This design comes from an exercise in tuning for a short achievable clock period and few clock cycles on the open sky130 flow, not from production work. Function was checked by simulation only, so behaviour that the tests miss may differ from the original. Power and IR drop assume default switching activity.

==> design/flow/design.v <==
`timescale 1ns / 1ps
module mips(
    input clk,
    input reset,
    output [11:2] im_addr,
    input [31:0] im_rdata,
    output [11:2] dm_addr,
    output [31:0] dm_wdata,
    output dm_we,
    input [31:0] dm_rdata,
    output wb_en,
    output [4:0] wb_reg,
    output [31:0] wb_data,
    output [31:0] wb_pc
    );
    function [32:0] kadd;
        input [31:0] a;
        input [31:0] b;
        input        cin;
        reg [31:0] p, g, pp, gg;
        integer lv, i;
        begin
            p = a ^ b;
            g = a & b;
            pp = p;
            gg = g;
            for (lv = 1; lv < 32; lv = lv * 2)
                for (i = 31; i >= 0; i = i - 1)
                    if (i & lv) begin
                        gg[i] = gg[i] | (pp[i] & gg[(i & ~(lv - 1)) - 1]);
                        pp[i] = pp[i] & pp[(i & ~(lv - 1)) - 1];
                    end
            gg = gg | (pp & {32{cin}});
            kadd = {gg[31], p ^ {gg[30:0], cin}};
        end
    endfunction
    reg [31:0] pc_f;
    reg        v_d;
    reg [31:0] pc_d, pc8_d;
    reg [15:0] imm_d;
    reg [25:0] jidx_d;
    reg [31:0] rsg0_d, rsg1_d, rsg2_d, rsg3_d;
    reg [31:0] rtg0_d, rtg1_d, rtg2_d, rtg3_d;
    reg [1:0]  rsh_d, rth_d;
    reg        addu_d, subu_d, jr_d, j_d, jal_d, beq_d, ori_d, lui_d, lw_d, sw_d;
    reg [4:0]  dst_d;
    reg        wr_d, urs_d, urt_d, bpt_d, early_d;
    reg        em_rs, em_rt;         
    reg        mm_rs, mm_rt;         
    reg        ww_rs, ww_rt;         
    reg [15:0] bs0_d, bs1_d;         
    reg [3:0]  bg_d, bp_d;           
    reg [13:0] phip_d, phim_d;       
    reg        v_e;
    reg [31:0] pc_e, a_e, b_e, sd_e, ev_e, alt_e;
    reg [4:0]  dst_e;
    reg        wr_e, early_e, lw_e, sw_e, mem_e, sub_e;
    reg        chk_t_e, chk_n_e;
    reg        fs_lw_e;
    reg [31:0] ao_m, sd_m, pc_m;
    reg [31:1] wen_m;
    reg [11:2] da_m;
    reg [4:0]  dst_m;
    reg        wr_m, lw_m, we_m;
    reg [31:0] pc_w, wd_w, wv_w;
    reg [4:0]  dst_w;
    reg        wr_w;
    reg [31:0] regs [1:31];
    integer i;
    wire [31:0] res_m = lw_m ? dm_rdata : ao_m;
    genvar g;
    wire [5:0]  f_op = im_rdata[31:26];
    wire [5:0]  f_fn = im_rdata[5:0];
    wire [4:0]  f_rs = im_rdata[25:21];
    wire [4:0]  f_rt = im_rdata[20:16];
    wire [4:0]  f_rd = im_rdata[15:11];
    wire [15:0] f_imm = im_rdata[15:0];
    wire f_isR  = (f_op == 6'h00);
    wire f_addu = f_isR && (f_fn == 6'h21);
    wire f_subu = f_isR && (f_fn == 6'h23);
    wire f_jr   = f_isR && (f_fn == 6'h08);
    wire f_j    = (f_op == 6'h02);
    wire f_jal  = (f_op == 6'h03);
    wire f_beq  = (f_op == 6'h04);
    wire f_ori  = (f_op == 6'h0d);
    wire f_lui  = (f_op == 6'h0f);
    wire f_lw   = (f_op == 6'h23);
    wire f_sw   = (f_op == 6'h2b);
    wire [4:0] f_dst = (f_addu || f_subu) ? f_rd :
                       (f_ori || f_lui || f_lw) ? f_rt :
                       f_jal ? 5'd31 : 5'd0;
    wire f_urs = f_addu || f_subu || f_ori || f_lw || f_sw || f_beq || f_jr;
    wire f_urt = f_addu || f_subu || f_beq;
    wire [31:0] f_rsg0 = (f_rs[2:0] == 3'd0) ? 32'd0 : regs[{2'd0, f_rs[2:0]}];
    wire [31:0] f_rsg1 = regs[{2'd1, f_rs[2:0]}];
    wire [31:0] f_rsg2 = regs[{2'd2, f_rs[2:0]}];
    wire [31:0] f_rsg3 = regs[{2'd3, f_rs[2:0]}];
    wire [31:0] f_rtg0 = (f_rt[2:0] == 3'd0) ? 32'd0 : regs[{2'd0, f_rt[2:0]}];
    wire [31:0] f_rtg1 = regs[{2'd1, f_rt[2:0]}];
    wire [31:0] f_rtg2 = regs[{2'd2, f_rt[2:0]}];
    wire [31:0] f_rtg3 = regs[{2'd3, f_rt[2:0]}];
    wire [4:0] f_b0 [0:3];
    wire [4:0] f_b1 [0:3];
    generate
        for (g = 0; g < 4; g = g + 1) begin : bblk
            assign f_b0[g] = {1'b0, pc_f[4*g+5:4*g+2]} + {1'b0, f_imm[4*g+3:4*g]};
            assign f_b1[g] = {1'b0, pc_f[4*g+5:4*g+2]} + {1'b0, f_imm[4*g+3:4*g]} + 5'd1;
        end
    endgenerate
    wire [32:0] f_phip = kadd({18'd0, pc_f[31:18]}, 32'd0, 1'b1);
    wire [32:0] f_phim = kadd({18'd0, pc_f[31:18]}, 32'hffffffff, 1'b0);
    wire [32:0] pc4_s = kadd({2'b00, pc_f[31:2]}, 32'd0, 1'b1);
    wire [32:0] pc8_s = kadd({3'b000, pc_f[31:3]}, 32'd0, 1'b1);
    wire [31:0] pc4_f = {pc4_s[29:0], pc_f[1:0]};
    wire [31:0] pc8_f = {pc8_s[28:0], pc_f[2:0]};
    wire d_jr   = v_d && jr_d;
    wire d_beq  = v_d && beq_d;
    wire d_lw   = v_d && lw_d;
    wire d_sw   = v_d && sw_d;
    wire d_wr   = v_d && wr_d;
    wire d_urs  = v_d && urs_d;
    wire d_urt  = v_d && urt_d;
    wire d_predt = v_d && (j_d || jal_d || jr_d || (beq_d && bpt_d));
    wire [31:0] rsv_d = rsh_d[1] ? (rsh_d[0] ? rsg3_d : rsg2_d) : (rsh_d[0] ? rsg1_d : rsg0_d);
    wire [31:0] rtv_d = rth_d[1] ? (rth_d[0] ? rtg3_d : rtg2_d) : (rth_d[0] ? rtg1_d : rtg0_d);
    wire [31:0] bv_rs = ww_rs ? wv_w : rsv_d;
    wire [31:0] bv_rt = ww_rt ? wv_w : rtv_d;
    wire [31:0] fv_rs = em_rs ? eres : mm_rs ? res_m : bv_rs;
    wire [31:0] fv_rt = em_rt ? eres : mm_rt ? res_m : bv_rt;
    wire [31:0] fj_rs = em_rs ? ev_e : mm_rs ? res_m : bv_rs;
    wire [31:0] d_ev = jal_d ? pc8_d : lui_d ? {imm_d, 16'd0} : {16'd0, imm_d};
    wire stall = (lw_e && ((em_rs && d_urs) || (em_rt && d_urt))) ||
                 (d_jr && em_rs && !early_e) ||
                 (d_jr && mm_rs && lw_m);
    wire [31:0] fx_rs = mm_rs ? res_m : bv_rs;
    wire [31:0] fx_rt = mm_rt ? res_m : bv_rt;
    wire ea_sel = em_rs && !jal_d;
    wire eb_pos = em_rt && (addu_d || beq_d);
    wire [31:0] eb_neg = {32{em_rt && subu_d}} | {16'd0, imm_d & {16{em_rs && ori_d}}};
    wire [31:0] a_oth = ea_sel ? 32'd0 : jal_d ? pc8_d : fx_rs;
    wire [31:0] b_oth = (addu_d || beq_d) ? (em_rt ? 32'd0 : fx_rt) :
                        subu_d ? (em_rt ? 32'd0 : ~fx_rt) :
                        lui_d ? {imm_d, 16'd0} :
                        ori_d ? (em_rs ? 32'd0 : {16'd0, imm_d & ~fx_rs[15:0]}) :
                        jal_d ? 32'd0 : {{16{imm_d[15]}}, imm_d};
    wire [31:0] sd_oth = em_rt ? 32'd0 : fx_rt;
    wire bk1 = bp_d[0];
    wire bk2 = bk1 ? bp_d[1] : bg_d[1];
    wire bk3 = bk2 ? bp_d[2] : bg_d[2];
    wire bc_d = bk3 ? bp_d[3] : bg_d[3];
    wire [15:0] blo_d = {bk3 ? bs1_d[15:12] : bs0_d[15:12],
                         bk2 ? bs1_d[11:8]  : bs0_d[11:8],
                         bk1 ? bs1_d[7:4]   : bs0_d[7:4],
                         bs1_d[3:0]};
    wire [13:0] phi = pc_d[31:18];
    wire [13:0] bhi = (imm_d[15] == bc_d) ? phi :
                      imm_d[15] ? phim_d : phip_d;
    wire [31:0] btgt_d = {bhi, blo_d, pc_d[1:0]};
    wire [31:0] d_target = (j_d || jal_d) ? {pc_d[31:28], jidx_d, 2'b00} :
                           jr_d ? fj_rs : btgt_d;
    wire [31:0] pc_nm = stall ? pc_f : d_predt ? d_target : pc4_f;
    wire [31:0] d_alt = bpt_d ? pc8_d : btgt_d;
    wire [31:0] esum = kadd(a_e, b_e, sub_e);
    wire [31:0] eres = esum;
    wire eeq = (a_e == b_e);
    wire mispredict = (chk_t_e && !eeq) || (chk_n_e && eeq);
    always @(posedge clk) begin
        if (reset)
            pc_f <= 32'h00003000;
        else
            pc_f <= mispredict ? alt_e : pc_nm;
        if (reset)
            v_d <= 1'b0;
        else if (!stall)
            v_d <= !mispredict;
        if (!stall) begin
            pc_d    <= pc_f;
            pc8_d   <= pc8_f;
            imm_d   <= f_imm;
            jidx_d  <= im_rdata[25:0];
            rsg0_d  <= f_rsg0;
            rsg1_d  <= f_rsg1;
            rsg2_d  <= f_rsg2;
            rsg3_d  <= f_rsg3;
            rtg0_d  <= f_rtg0;
            rtg1_d  <= f_rtg1;
            rtg2_d  <= f_rtg2;
            rtg3_d  <= f_rtg3;
            rsh_d   <= f_rs[4:3];
            rth_d   <= f_rt[4:3];
            bs0_d   <= {f_b0[3][3:0], f_b0[2][3:0], f_b0[1][3:0], f_b0[0][3:0]};
            bs1_d   <= {f_b1[3][3:0], f_b1[2][3:0], f_b1[1][3:0], f_b1[0][3:0]};
            bg_d    <= {f_b0[3][4], f_b0[2][4], f_b0[1][4], f_b0[0][4]};
            bp_d    <= {f_b1[3][4], f_b1[2][4], f_b1[1][4], f_b1[0][4]};
            phip_d  <= f_phip[13:0];
            phim_d  <= f_phim[13:0];
            addu_d  <= f_addu;
            subu_d  <= f_subu;
            jr_d    <= f_jr;
            j_d     <= f_j;
            jal_d   <= f_jal;
            beq_d   <= f_beq;
            ori_d   <= f_ori;
            lui_d   <= f_lui;
            lw_d    <= f_lw;
            sw_d    <= f_sw;
            dst_d   <= f_dst;
            wr_d    <= (f_dst != 5'd0);
            urs_d   <= f_urs;
            urt_d   <= f_urt;
            bpt_d   <= (f_rs == f_rt) || f_imm[15];
            early_d <= f_jal || f_lui || (f_ori && f_rs == 5'd0);
            em_rs   <= d_wr && (dst_d == f_rs);
            em_rt   <= d_wr && (dst_d == f_rt);
            mm_rs   <= v_e && wr_e && (dst_e == f_rs);
            mm_rt   <= v_e && wr_e && (dst_e == f_rt);
            ww_rs   <= wr_m && (dst_m == f_rs);
            ww_rt   <= wr_m && (dst_m == f_rt);
        end else begin
            if (ww_rs) begin
                rsg0_d <= wv_w;
                rsg1_d <= wv_w;
                rsg2_d <= wv_w;
                rsg3_d <= wv_w;
            end
            if (ww_rt) begin
                rtg0_d <= wv_w;
                rtg1_d <= wv_w;
                rtg2_d <= wv_w;
                rtg3_d <= wv_w;
            end
            em_rs   <= 1'b0;
            em_rt   <= 1'b0;
            mm_rs   <= em_rs;
            mm_rt   <= em_rt;
            ww_rs   <= mm_rs;
            ww_rt   <= mm_rt;
        end
        if (reset)
            v_e <= 1'b0;
        else
            v_e <= !stall && v_d;
        pc_e    <= pc_d;
        a_e     <= ({32{ea_sel}} & eres) | a_oth;
        b_e     <= ({32{eb_pos}} & eres) | (eb_neg & ~eres) | b_oth;
        sd_e    <= ({32{em_rt}} & eres) | sd_oth;
        ev_e    <= d_ev;
        alt_e   <= d_alt;
        dst_e   <= dst_d;
        wr_e    <= d_wr;
        early_e <= early_d;
        lw_e    <= lw_d;
        sw_e    <= sw_d;
        mem_e   <= d_lw || d_sw;
        sub_e   <= subu_d;
        chk_t_e <= !stall && d_beq && bpt_d && !mispredict;
        chk_n_e <= !stall && d_beq && !bpt_d && !mispredict;
        fs_lw_e  <= em_rt && d_sw && lw_e;
        if (reset) begin
            wr_m <= 1'b0;
            we_m <= 1'b0;
        end else begin
            wr_m <= v_e && wr_e;
            we_m <= v_e && sw_e;
        end
        pc_m  <= pc_e;
        ao_m  <= eres;
        da_m  <= esum[11:2];
        sd_m  <= fs_lw_e ? dm_rdata : sd_e;
        for (i = 1; i < 32; i = i + 1)
            wen_m[i] <= v_e && wr_e && (dst_e == i);
        dst_m <= dst_e;
        lw_m  <= lw_e;
        if (reset)
            wr_w <= 1'b0;
        else
            wr_w <= wr_m;
        pc_w  <= pc_m;
        wd_w  <= res_m;
        if (wr_m)
            wv_w <= res_m;
        dst_w <= dst_m;
    end
    integer j;
    always @(posedge clk) begin
        for (j = 1; j < 32; j = j + 1)
            if (reset)
                regs[j] <= 32'd0;
            else if (wen_m[j])
                regs[j] <= res_m;
    end
    assign im_addr  = pc_f[11:2];
    assign dm_addr  = da_m;
    assign dm_wdata = sd_m;
    assign dm_we    = we_m;
    assign wb_en    = wr_w;
    assign wb_reg   = dst_w;
    assign wb_data  = wd_w;
    assign wb_pc    = pc_w;
endmodule
==> design/flow/flow/run.sh <==
#!/bin/bash
set -euo pipefail
bash standard.sh SETUP_SLACK_MARGIN=6 finish > standard.log 2>&1
==> design/flow/standard.sh <==
#!/bin/bash
# synth_recipe.tcl (not shown) runs the flow's synth.tcl, then flattens the netlist and writes it again
# the make line also repeats each setting of config.mk as NAME=value (left out here)
make -C /OpenROAD-flow-scripts/flow DESIGN_CONFIG=/design/flow/config.mk WORK_HOME=/design/flow/orfs CLKGATE_MAP_FILE= SYNTH_SCRIPT=/design/flow/synth_recipe.tcl "${@:-finish}"
==> design/flow/config.mk <==
export PLATFORM = sky130hd
export DESIGN_NAME = mips
export DESIGN_NICKNAME = mips
export VERILOG_FILES = /design/flow/design.v
export SDC_FILE = /design/flow/constraint.sdc
export NUM_CORES = 4
export LEC_CHECK = 0
export CAP_MARGIN = 20
export CORE_MARGIN = 2
export CORE_UTILIZATION = 45
export CTS_CLUSTER_DIAMETER = 100
export CTS_CLUSTER_SIZE = 20
export PLACE_DENSITY = 0.55
export SLEW_MARGIN = 20
==> design/flow/constraint.sdc <==
create_clock -name core_clock -period 8.5 [get_ports {clk}]
set_input_delay 1.7000 -clock core_clock [delete_from_list [all_inputs] [get_ports {clk}]]
set_output_delay 1.7000 -clock core_clock [all_outputs]
set_load 0.01 [all_outputs]
==> results of run 1 <==
-- repair_timing --
action	4_1_cts	5_1_grt
endpoints found under the setup margin	2063	1073
setup buffers	599	157
cloned	165	23
pin swaps	497	382
resized for setup	2362	679
-- cells in the final DEF, fill, tap and decap left out, drive strengths merged, types with 72 or more instances in the layout --
cell type,n
inv,125
o21ai,646
clkbuf,219
nor2,1251
xnor2,72
dfxtp,1442
mux2i,294
mux2,171
nand2,584
buf,1192
mux4,78
a22oi,151
a221oi,164
edfxtp,457
o22ai,110
a21oi,485
a211oi,1074
-- power by group through the flow --
stage	combinational (mW)	clock (mW)	sequential, mW
after floorplan	1.51	0	9.88
after global placement	2.59	0	9.94
after detailed placement	2.60	0	9.94
after CTS	4.14	5.69	9.74
after global routing	4.68	6.00	9.78
final	4.73	5.72	9.77
-- final cells by class --
class / instances / area [sq um] / share of cell area
clock buffers: 191 / 3070 / 0.0268
well taps: 2495 / 3120 / 0.0273
flip-flops and latches: 1899 / 42800 / 0.375
clock inverters: 5 / 37.5 / 0.000329
repair inverters: 12 / 128 / 0.00112
inverters: 113 / 602 / 0.00527
multi-input cells: 5939 / 46300 / 0.405
diodes: 28 / 70.1 / 0.000613
repair buffers: 1305 / 18100 / 0.158
-- kinds of logic (layout without fill, tap and decap cells) --
logic type / after synthesis / count (layout) / synth area share
adders and majority gates: 74 / 74 / 0.0114
DFF: 1899 / 1899 / 0.504
xor gates and xnor gates: 130 / 130 / 0.0135
buffers and inverters: 1041 / 1626 / 0.0479
other: 0 / 28 / 0
muxes: 543 / 543 / 0.0788
AOI/OAI and AO/OA: 3090 / 3090 / 0.245
and+or+nand+nor: 2077 / 2102 / 0.0989
-- stage by stage --
step | util | std cells | setup WS, ns
after CTS | 0.585 | 11800 | 5.37
after global routing | 0.610 | 12000 | 5.37
after floorplan | - | 8854 | 5.38
after global placement | 0.481 | 10800 | 2.97
final | 0.610 | 12000 | 5.35
after detailed placement | 0.481 | 10800 | 2.88
-- worst max-delay path, cell delays in order --
cell and delay (ns):
buf_16 0.13, clkinvlp_4 0.12, buf_12 0.13, buf_16 0.13
buf_6 0.11, nor3_4 0.04, buf_6 0.13, buf_12 0.15
buf_4 0.16, buf_16 0.15, a22o_1 0.23, a221o_1 0.28
o221ai_2 0.13, nand2_1 0.07
-- routing by layer --
layer  wire, um  up-vias  GRT usage
li1           -    33900          -
met2     187000     7714      0.645
met4      48700       38      0.373
met1     163000    41000      0.565
met3      76000     2424      0.209
met5        713        -     0.0129
-- final timing paths --
| check | startpoint | to | slack (ns) | depth (start not counted) |
|---|---|---|---|---|
| worst max-delay path | im_rdata[17] | rtg3_d[24] | 5.35 | 14 |
| worst min-delay path | pc_m[19] | pc_w[19] | 0.33 | 0 |
| worst min register to register | pc_m[19] | pc_w[19] | 0.33 | 0 |
| worst max register to register | b_e[28] | pc_f[27] | 5.55 | 10 |
==> notes.md, run 1 <==
* Number of cell rows at roughly 160
* Register area share after synthesis at 0.504
* Tot Pwr at 20.2 mW
* Post-Syn Area per Cell at roughly 9.5 sq um
* Total CTS buffers at around 110
* Die H at 437 um
* Worst setup EP type: flop
* Startpoint types: input pin
* RSZ-0062 raised after global routing: true
* Largest Register: regs
* Gr ovfl total at 0
* Antenna Violating Nets Remaining at 0
* Gpl congestion at approximately 1.0
* Mapped Cells at 8854
* Area grow syn2layout at 35.2%
* Commonest cells post-synth: dfxtp_1, nor2_1, a211oi_1
* Nets@finish at approximately 9500
* Slew margin rel. at 0.0804
* Leading area contributor after synthesis: dfxtp_1
* Cell area after layout at 114000 sq um
* Synth top area cells: dfxtp_1, edfxtp_1, a211oi_1
* Vias per cell at 7.10
* First-pass GRT wire length at 631000 um
* NetSw at 6.36 mW
* Status: timing/DRC/antenna clean
* DR WL/cell at 39.7 um
* Max_cap viols at 0
* Number of flops mapped to enable cells by yosys at 457
* Setup_tns at 0 ns
* Final period util at 0.371
* Detailed-route via count at 85100
* P_leak at 41.0 nW
* Combinational Power Share at 0.234
* Fmax at 0.317 GHz
* Syn Nets at 8994
* Synth Register Bits at 1899
* CTS H-tree depth at 3
* Root Buffer: clkbuf_16
* Reg clk slew, reported paths at 0.09 ns
* Post-synth top area share at 0.342
* Hold Fails Final Rpt at 0
* Initial antenna violation count at 47
* Tot GR Track Use at 0.470
* Worst hold slack at 0.326 ns
* Worst Path Arrival at 3.73 ns
* CTS tree: yes
* Final min period at roughly 3.2 ns
* Clk network pwr share at 0.283
* Worst EP required at 9.08 ns
* Pwr Density at 177 nW/um^2
* Post-route DRC at 0
* Worst-margin pin slew at 1.38 ns
* Placement Cell Area at ~90000 sq um
* CORE AREA at ~190000 sq um
* Initial Util at 0.451
* Port-buffer cells at 188
* Count leader, synth: dfxtp_1
* Mapped Area at roughly 84000 sq um
* CTS Hold Bufs at 0
* Internal at 13.9 mW
* Max reg flops at 992
* Number of global-route vias before repair at 75800
* Pin count of the biggest net entering global routing at 212
* Share of cells above drive strength 1 at 0.317
* Worst vdd ir at just under 0.0002 V
* Hpwl dp at roughly 230000 um
* Final wirelength at 476000 um
* Setup CP Type: in -> reg
* Die area at 191000 sq um
* Warning count from the yosys run at 34
* Fillers at 15200
* Share of flip-flops with an asynchronous set or reset at 0
* Drt pass-1 iters at 11
* CP Max Fanout at 5
* Net Sw Frac at 0.315
* DR iter-0 viols at 14900
* Sink Count at 1899
* Final Max Tran Viols at 0
* Top_reg_cell synth: dfxtp_1
* Synth unique cells at 76
* Chip Width at around 440 um
* Clock buffer depth at 3
* HP Class: reg -> reg
* Clock latency on the worst-skew pair at 0.85 ns
* Flop pwr share at 0.483
* Worst Skew at 0.0468 ns
* # IOs at approximately 190
* Final setup fails at 0
Testbench counts, summed over its fixed seeds: cycles 61,848.
==> inputs of run 2 (changes only) <==
--- a/design/flow/config.mk
+++ b/design/flow/config.mk
@@ -9,6 +9,4 @@
 export CORE_MARGIN = 2
 export CORE_UTILIZATION = 45
-export CTS_CLUSTER_DIAMETER = 100
-export CTS_CLUSTER_SIZE = 20
 export PLACE_DENSITY = 0.55
 export SLEW_MARGIN = 20
==> notes.md, run 2 <==
* Leading area contributor after synthesis: dfxtp_1
* Post-synth top area share at 0.342 (unchanged)
* Number of global-route vias before repair at 76300 (+0.66%)
* Gr ovfl total at 0 (unchanged)
* Flop pwr share at 0.414 (-0.069)
* Count leader, synth: dfxtp_1
* Final setup fails at 0 (unchanged)
* Grt peak-use layer: met2
* R2r setup slk at 5.51 ns (-0.04 ns)
* R2R Path End: pc_f[9]
* DR WL/cell at 39.1 um (-1.5%)
* # IOs at 189 (unchanged)
* Max reg flops at 992 (unchanged)
* Pin count of the biggest net entering global routing at 212 (unchanged)
* Worst Path Arrival at 1.48 ns (-2.25 ns)
* Tot GR Track Use at 0.464 (-0.00589)
* Post-Syn Area per Cell at 9.54 sq um (unchanged)
* CTS Hold Bufs at 0 (unchanged)
* Share of cells above drive strength 1 at 0.335 (+0.0182)
* Fillers at 14700 (-3.5%)
* Slew margin rel. at 0.164 (+0.0838)
* Worst vdd ir at 0.000207 V (+5.0%)
* Nets@finish at 9674 (+1.7%)
* P_leak at 43.4 nW (+6.0%)
* Mapped Area at 84500 sq um (unchanged)
* Setup_tns at 0 ns (unchanged)
* CP Max Fanout at 2 (-3)
* Pwr Density at 199 nW/um^2 (+13%)
* Vias per cell at 7.05 (-0.65%)
* DR iter-0 viols at 15600 (+5.0%)
* Final setup margin at 5.32 ns (-0.0295 ns)
* Commonest cells post-synth: dfxtp_1, nor2_1, a211oi_1
* Area grow syn2layout at 40.5%
* Final min period at 3.18 ns (+0.0295 ns)
* Worst setup EP type: output port
* Initial Util at 0.451 (unchanged)
* RSZ-0062 raised after global routing: true
* NetSw at 7.05 mW (+11%)
* Startpoint types: flop
* Final wirelength at 478000 um (+0.56%)
* Max_cap viols at 0 (unchanged)
* Warning count from the yosys run at 34 (unchanged)
* Combinational Power Share at 0.198 (-0.036)
* Number of cell rows at 159 (unchanged)
* WHS Endpoint: pc_m[6]
* Share of flip-flops with an asynchronous set or reset at 0 (unchanged)
* Hold Fails Final Rpt at 0 (unchanged)
* CTS tree: yes
* Fmax at 0.314 GHz (-0.93%)
* Synth Register Bits at 1899 (unchanged)
* Final Max Tran Viols at 0 (unchanged)
* Launch point of the worst reg-to-reg path: jidx_d[24]
* Hpwl dp at 233000 um (unchanged)
* Finished Layout Cells at 12200 (+2.1%)
* Synth unique cells at 76 (unchanged)
* Number of flops mapped to enable cells by yosys at 457 (unchanged)
* Met2 GRT Util at 0.640 (-0.00508)
* Largest Register: regs
* Worst hold path cell count at 0 (unchanged)
* GR Util met3 at 0.201 (-0.00776)
* Reg2reg path depth at 14 (+4)
* Met1 usage at 0.558 (-0.00712)
* Worst Skew at 0.0446 ns (-0.00221 ns)
* Register area share after synthesis at 0.504 (unchanged)
* Final period util at 0.375 (+0.00347)
* DP Worst Slack at 2.88 ns (unchanged)
* Die H at 437 um (unchanged)
* Crit-path slowest cell: dfxtp_2
* CORE AREA at 187000 sq um (unchanged)
* Gpl congestion at 0.997 (unchanged)
* Die area at 191000 sq um (unchanged)
* Drt pass-1 iters at 16 (+5)
* HP Class: reg -> reg
* Reg clk slew, reported paths at 0.06 ns (-0.03 ns)
* Mapped Cells at 8854 (unchanged)
* Antenna Violating Nets Remaining at 0 (unchanged)
* Worst-margin pin slew at 1.25 ns (-0.126 ns)
* Post-route DRC at 0 (unchanged)
* Clock buffer depth at 3 (unchanged)
* Setup CP Type: reg -> out
* Top_reg_cell synth: dfxtp_1
* Synth top area cells: dfxtp_1, edfxtp_1, a211oi_1
* Port-buffer cells at 188 (unchanged)
* Net Sw Frac at 0.298 (-0.0166)
* Chip Width at 437 um (unchanged)
* Status: timing/DRC/antenna clean
* Total CTS buffers at 202 (+92%)
* Initial antenna violation count at 48 (+2.1%)
* CP max stage delay at 0.32 ns (+0.04 ns)
* Commonest non-fill, non-tap cell in the layout: dfxtp_1
* CTS H-tree depth at 4 (+1)
* Detailed-route via count at 86300 (+1.5%)
* Tot Pwr at 23.6 mW (+17%)
* Root Buffer: clkbuf_16
* Clk network pwr share at 0.388 (+0.105)
* Cell area after layout at 119000 sq um (+3.9%)
* Syn Nets at 8994 (unchanged)
* Cells after DPL at 10800 (unchanged)
* CP Cell Sequence: buf_8, buf_6
* Worst EP required at 6.80 ns (-2.28 ns)
* First-pass GRT wire length at 625000 um (-0.96%)
* Internal at 16.6 mW (+20%)
* Critical hold path startpoint: pc_e[6]
* Sink Count at 1899 (unchanged)
* Clock latency on the worst-skew pair at 0.94 ns (+0.09 ns)
* Most frequent cells in the layout: dfxtp_1, nor2_1, a211oi_1, buf_4, nand2_1
* Placement Cell Area at 90100 sq um (unchanged)
[run 2: worst max path at each step]
| stage | startpoint | end | slack (ns) |
|---|---|---|---|
| after CTS | pc_f[3] | im_addr[3] | 5.30 |
| after detailed placement | im_rdata[17] | rtg0_d[13] | 2.88 |
| after global routing | pc_f[3] | im_addr[3] | 5.30 |
| after global placement | im_rdata[17] | rtg0_d[19] | 2.97 |
| after floorplan | im_rdata[18] | rtg1_d[22] | 5.38 |
| final | pc_f[3] | im_addr[3] | 5.32 |
[run 2: cell type report]
| class | instances | area (sq um) | share of cell area |
|---|---|---|---|
| inverter | 113 | 589 | 0.00496 |
| clock buffer | 314 | 6120 | 0.0516 |
| clock inverter | 69 | 651 | 0.00548 |
| multi-input combinational | 5942 | 46100 | 0.389 |
| timing repair buffer | 1365 | 19100 | 0.161 |
| sequential | 1899 | 42800 | 0.361 |
| tap | 2495 | 3120 | 0.0263 |
| timing repair inverter | 11 | 97.6 | 0.000822 |
| antenna | 36 | 90.1 | 0.000759 |
[run 2: through the flow]
| step | util | hold slack (ns) |
|---|---|---|
| 2_1_floorplan | - | 0.310 |
| 3_3_place_gp | 0.481 | 0.310 |
| 3_5_place_dp | 0.481 | 0.312 |
| 4_1_cts | 0.595 | 0.321 |
| 5_1_grt | 0.634 | 0.326 |
| 6_report | 0.634 | 0.322 |
[run 2: cells by family (layout without fill, tap and decap cells)]
| kind of cell | after synthesis | after routing | synth area share |
|---|---|---|---|
| AOI/OAI and AO/OA | 3090 | 3090 | 0.245 |
| xor gates and xnor gates | 130 | 130 | 0.0135 |
| adders and majority gates | 74 | 74 | 0.0114 |
| buffers and inverters | 1041 | 1872 | 0.0479 |
| DFF | 1899 | 1899 | 0.504 |
| muxes | 543 | 543 | 0.0788 |
| other | 0 | 36 | 0 |
| and+or+nand+nor | 2077 | 2105 | 0.0989 |
[run 2: layer usage]
metal / vias up / wire (um)
li1: 34300 / -
met5: - / 757
met3: 2519 / 75900
met4: 32 / 51700
met2: 8012 / 188000
met1: 41500 / 162000
[run 2: worst max-delay path, delay by kind of cell, from the launching register on]
| kind | cells | cell delay [ns] |
|---|---|---|
| buf+inv | 2 | 0.26 |
| flops | 1 | 0.32 |
[run 2: power groups by stage]
| stage | logic [mW] | clock network, mW | registers, mW |
|---|---|---|---|
| detailed placement | 2.60 | 0 | 9.94 |
| CTS | 3.98 | 9.14 | 9.75 |
| global placement | 2.59 | 0 | 9.94 |
| global route | 4.64 | 9.51 | 9.79 |
| floorplan | 1.51 | 0 | 9.88 |
| finish | 4.68 | 9.17 | 9.78 |
[run 2: what timing repair did]
item	4_1_cts	5_1_grt
gates cloned	159	43
resized for setup	2050	931
endpoints found under the setup margin	1877	932
buffers inserted	534	270
pin swaps	396	495
==> inputs of run 3 (changes only) <==
--- a/design/flow/config.mk
+++ b/design/flow/config.mk
@@ -8,5 +8,7 @@
 export CAP_MARGIN = 20
 export CORE_MARGIN = 2
-export CORE_UTILIZATION = 45
-export PLACE_DENSITY = 0.55
+export CORE_UTILIZATION = 35
+export CTS_CLUSTER_DIAMETER = 100
+export CTS_CLUSTER_SIZE = 20
+export PLACE_DENSITY = 0.45
 export SLEW_MARGIN = 20
==> notes.md, run 3 <==
* Chip Width at 495 um (+13%)
* Worst vdd ir at 0.000191 V (-7.8%)
* DP Worst Slack at 3.39 ns (+0.510 ns)
* Worst setup EP type: output port
* Worst-margin pin slew at 1.27 ns (+0.0132 ns)
* R2r setup slk at 5.46 ns (-0.05 ns)
* Startpoint types: flop
* Number of flops mapped to enable cells by yosys at 457 (unchanged)
* Share of flip-flops with an asynchronous set or reset at 0 (unchanged)
* Leading area contributor after synthesis: dfxtp_1
* Fmax at 0.318 GHz (+1.3%)
* Clock latency on the worst-skew pair at 0.85 ns (-0.09 ns)
* CP Cell Sequence: buf_12, buf_6
* CP Max Fanout at 2 (unchanged)
* Register Area at 42900 sq um (+0.15%)
* Number of cell rows at 180 (+13%)
* CP max stage delay at 0.36 ns (+0.04 ns)
* Gr ovfl total at 0 (unchanged)
* CORE AREA at 240000 sq um (+28%)
* DR WL/cell at 40.3 um (+3.2%)
* Post-route DRC at 0 (unchanged)
* Crit-path leading delay family: flip-flops
* Drt pass-1 iters at 8 (-8)
* Syn Nets at 8994 (unchanged)
* Final period util at 0.370 (-0.00471)
* Fillers at 21900 (+49%)
* Post-synth top area share at 0.342 (unchanged)
* Synth top area cells: dfxtp_1, edfxtp_1, a211oi_1
* Die H at 495 um (+13%)
* Cells after DPL at 11500 (+6.3%)
* Reg clk slew, reported paths at 0.09 ns (+0.03 ns)
* Synth Register Bits at 1899 (unchanged)
* Tot GR Track Use at 0.399 (-0.0643)
* Post-Syn Area per Cell at 9.54 sq um (unchanged)
* Top_reg_cell synth: dfxtp_1
* CTS tree: yes
* Status: timing/DRC/antenna clean
* Worst EP required at 6.80 ns (about the same)
* Initial Util at 0.351 (-0.0997)
* Tot Pwr at 20.6 mW (-13%)
* Area grow syn2layout at 39.6%
* Warning count from the yosys run at 34 (unchanged)
* WHS Endpoint: pc_w[25]
* Reg2reg path depth at 11 (-3)
* Cell area after layout at 118000 sq um (-0.67%)
* P_leak at 42.5 nW (-2.1%)
* Placement Cell Area at 91100 sq um (+1.1%)
* Vias per cell at 6.56 (-7.0%)
* Worst Path Arrival at 1.44 ns (-0.04 ns)
* DR iter-0 viols at 13200 (-15%)
* Max reg flops at 992 (unchanged)
* Gpl congestion at 0.968 (-2.9%)
* CTS Hold Bufs at 0 (unchanged)
* Launch point of the worst reg-to-reg path: jidx_d[24]
* Final Max Tran Viols at 0 (unchanged)
* Port-buffer cells at 188 (unchanged)
* Nets@finish at 9658 (-0.17%)
* Worst Skew at 0.0412 ns (-0.00333 ns)
* Commonest non-fill, non-tap cell in the layout: dfxtp_1
* Detailed-route via count at 84200 (-2.5%)
* Register area share after synthesis at 0.504 (unchanged)
* Pwr Density at 175 nW/um^2 (-12%)
* Root Buffer: clkbuf_16
* HP Class: reg -> reg
* Count leader, synth: dfxtp_1
* Crit-path slowest cell: dfxtp_2
* Die area at 245000 sq um (+28%)
* Multi-input gate area at 46100 sq um (-0.17%)
* Setup_tns at 0 ns (unchanged)
* Final wirelength at 517000 um (+8.1%)
* Clock buffer depth at 3 (unchanged)
* Pin count of the biggest net entering global routing at 155 (-27%)
* Final setup fails at 0 (unchanged)
* Total CTS buffers at 110 (-46%)
* Hpwl dp at 250000 um (+7.2%)
* Crit path buffers/inverters at 2 (unchanged)
* Synth unique cells at 76 (unchanged)
* Max_cap viols at 0 (unchanged)
* Worst hold path cell count at 0 (unchanged)
* R2R Path End: pc_f[8]
* Share of cells above drive strength 1 at 0.332 (-0.00327)
* Finished Layout Cells at 12800 (+4.8%)
* Largest Register: regs
* First-pass GRT wire length at 675000 um (+8.1%)
* Final setup margin at 5.36 ns (+0.0400 ns)
* Critical hold path startpoint: pc_m[25]
* Setup CP Type: reg -> out
* Commonest cells post-synth: dfxtp_1, nor2_1, a211oi_1
* # IOs at 189 (unchanged)
* Antenna Violating Nets Remaining at 0 (unchanged)
* Sink Count at 1899 (unchanged)
* Number of global-route vias before repair at 75300 (-1.3%)
* Initial antenna violation count at 46 (-4.2%)
* Hold Fails Final Rpt at 0 (unchanged)
* Most frequent cells in the layout: dfxtp_1, nor2_1, a211oi_1, buf_4, nand2_1
* Final min period at 3.14 ns (-0.0400 ns)
* Mapped Cells at 8854 (unchanged)
* RSZ-0062 raised after global routing: true
* CTS H-tree depth at 3 (-1)
* Mapped Area at 84500 sq um (unchanged)
* Slew margin rel. at 0.155 (-0.00877)
-- run 3: cell counts after synthesis --
Identical to the previous run, type by type.
-- run 3: where the power goes --
| part | total [mW] | switching, mW | internal, mW |
|---|---|---|---|
| combinational | 4.74 | 2.87 | 1.87 |
| clock | 6.07 | 3.47 | 2.59 |
| sequential | 9.79 | 0.234 | 9.55 |
| total | 20.6 | 6.58 | 14.0 |
-- run 3: through the flow --
stage                     utilization  hold WS [ns]
after floorplan                     -         0.310
after global placement          0.379         0.310
after detailed placement        0.379         0.312
after CTS                       0.466         0.320
after global routing            0.490         0.328
final                           0.491         0.321
-- run 3: worst max-delay path by stage --
stage	from	end	depth (start not counted)	slack [ns]
floorplan	im_rdata[18]	rtg1_d[22]	9	5.38
global placement	im_rdata[16]	rtg0_d[23]	9	3.45
detailed placement	im_rdata[16]	rtg0_d[23]	9	3.39
CTS	pc_f[9]	im_addr[9]	2	5.31
global route	pc_f[9]	im_addr[9]	2	5.31
finish	pc_f[9]	im_addr[9]	2	5.36
-- run 3: repair_timing --
| action | in CTS | in global routing |
|---|---|---|
| setup buffers | 660 | 217 |
| endpoints found under the setup margin | 1784 | 832 |
| gates cloned | 190 | 24 |
| pin swaps | 526 | 487 |
| gates resized for setup | 2243 | 780 |
-- run 3: layout make-up --
cell class	count	area share
inverter	113	0.00492
timing repair inverter	13	0.00171
tap	3185	0.0338
multi-input combinational	5938	0.391
clock inverter	20	0.00145
timing repair buffer	1443	0.176
clock buffer	184	0.0270
sequential	1899	0.364
antenna	41	0.000870
-- run 3: per-layer routing --
layer,vias up,GRT usage,wire (um)
met5,-,0.00313,674
met4,32,0.310,52100
met3,1956,0.139,67500
met2,6519,0.571,210000
met1,41500,0.489,187000
li1,34200,-,-
-- run 3: kinds of logic after synthesis --
kind of cell	Yosys count	share of synthesized area
fa+ha+maj	74	0.0114
flops	1899	0.504
mux	543	0.0788
compound gates	3090	0.245
xor+xnor	130	0.0135
buf+inv	1041	0.0479
simple gates	2077	0.0989

re-timing with driven ports:
The results above use ideal ports. As a check the final layouts listed here were re-extracted and re-timed, cells and wires unchanged. Step 1 assumes that a clkbuf_16 drives the clock port and a buf_2 every other input. Step 2 moves the port delays by t, midway between the first and last clock arrival at a register: inputs arrive t later, outputs are due t later. That takes back most of the time a late clock gives input paths. Three values: no drivers, after step 1, after step 2; two values: the first two.
run	shift t [ns]	setup WS [ns]	worst setup path at the end	slew at the worst register clock pin (ns)
run 1	0.915	5.346 / 5.124 / 4.209	input to register	0.10 / 0.10
run 2	1.004	5.316 / 5.226 / 4.226	input to register	0.07 / 0.07
run 3	0.923	5.356 / 5.259 / 4.352	input to register	0.10 / 0.10
After both steps setup and hold are still met in every run listed. The setup slack of run 1, which loses most, moves by -0.222 ns with the drivers and by -1.137 ns with both steps.
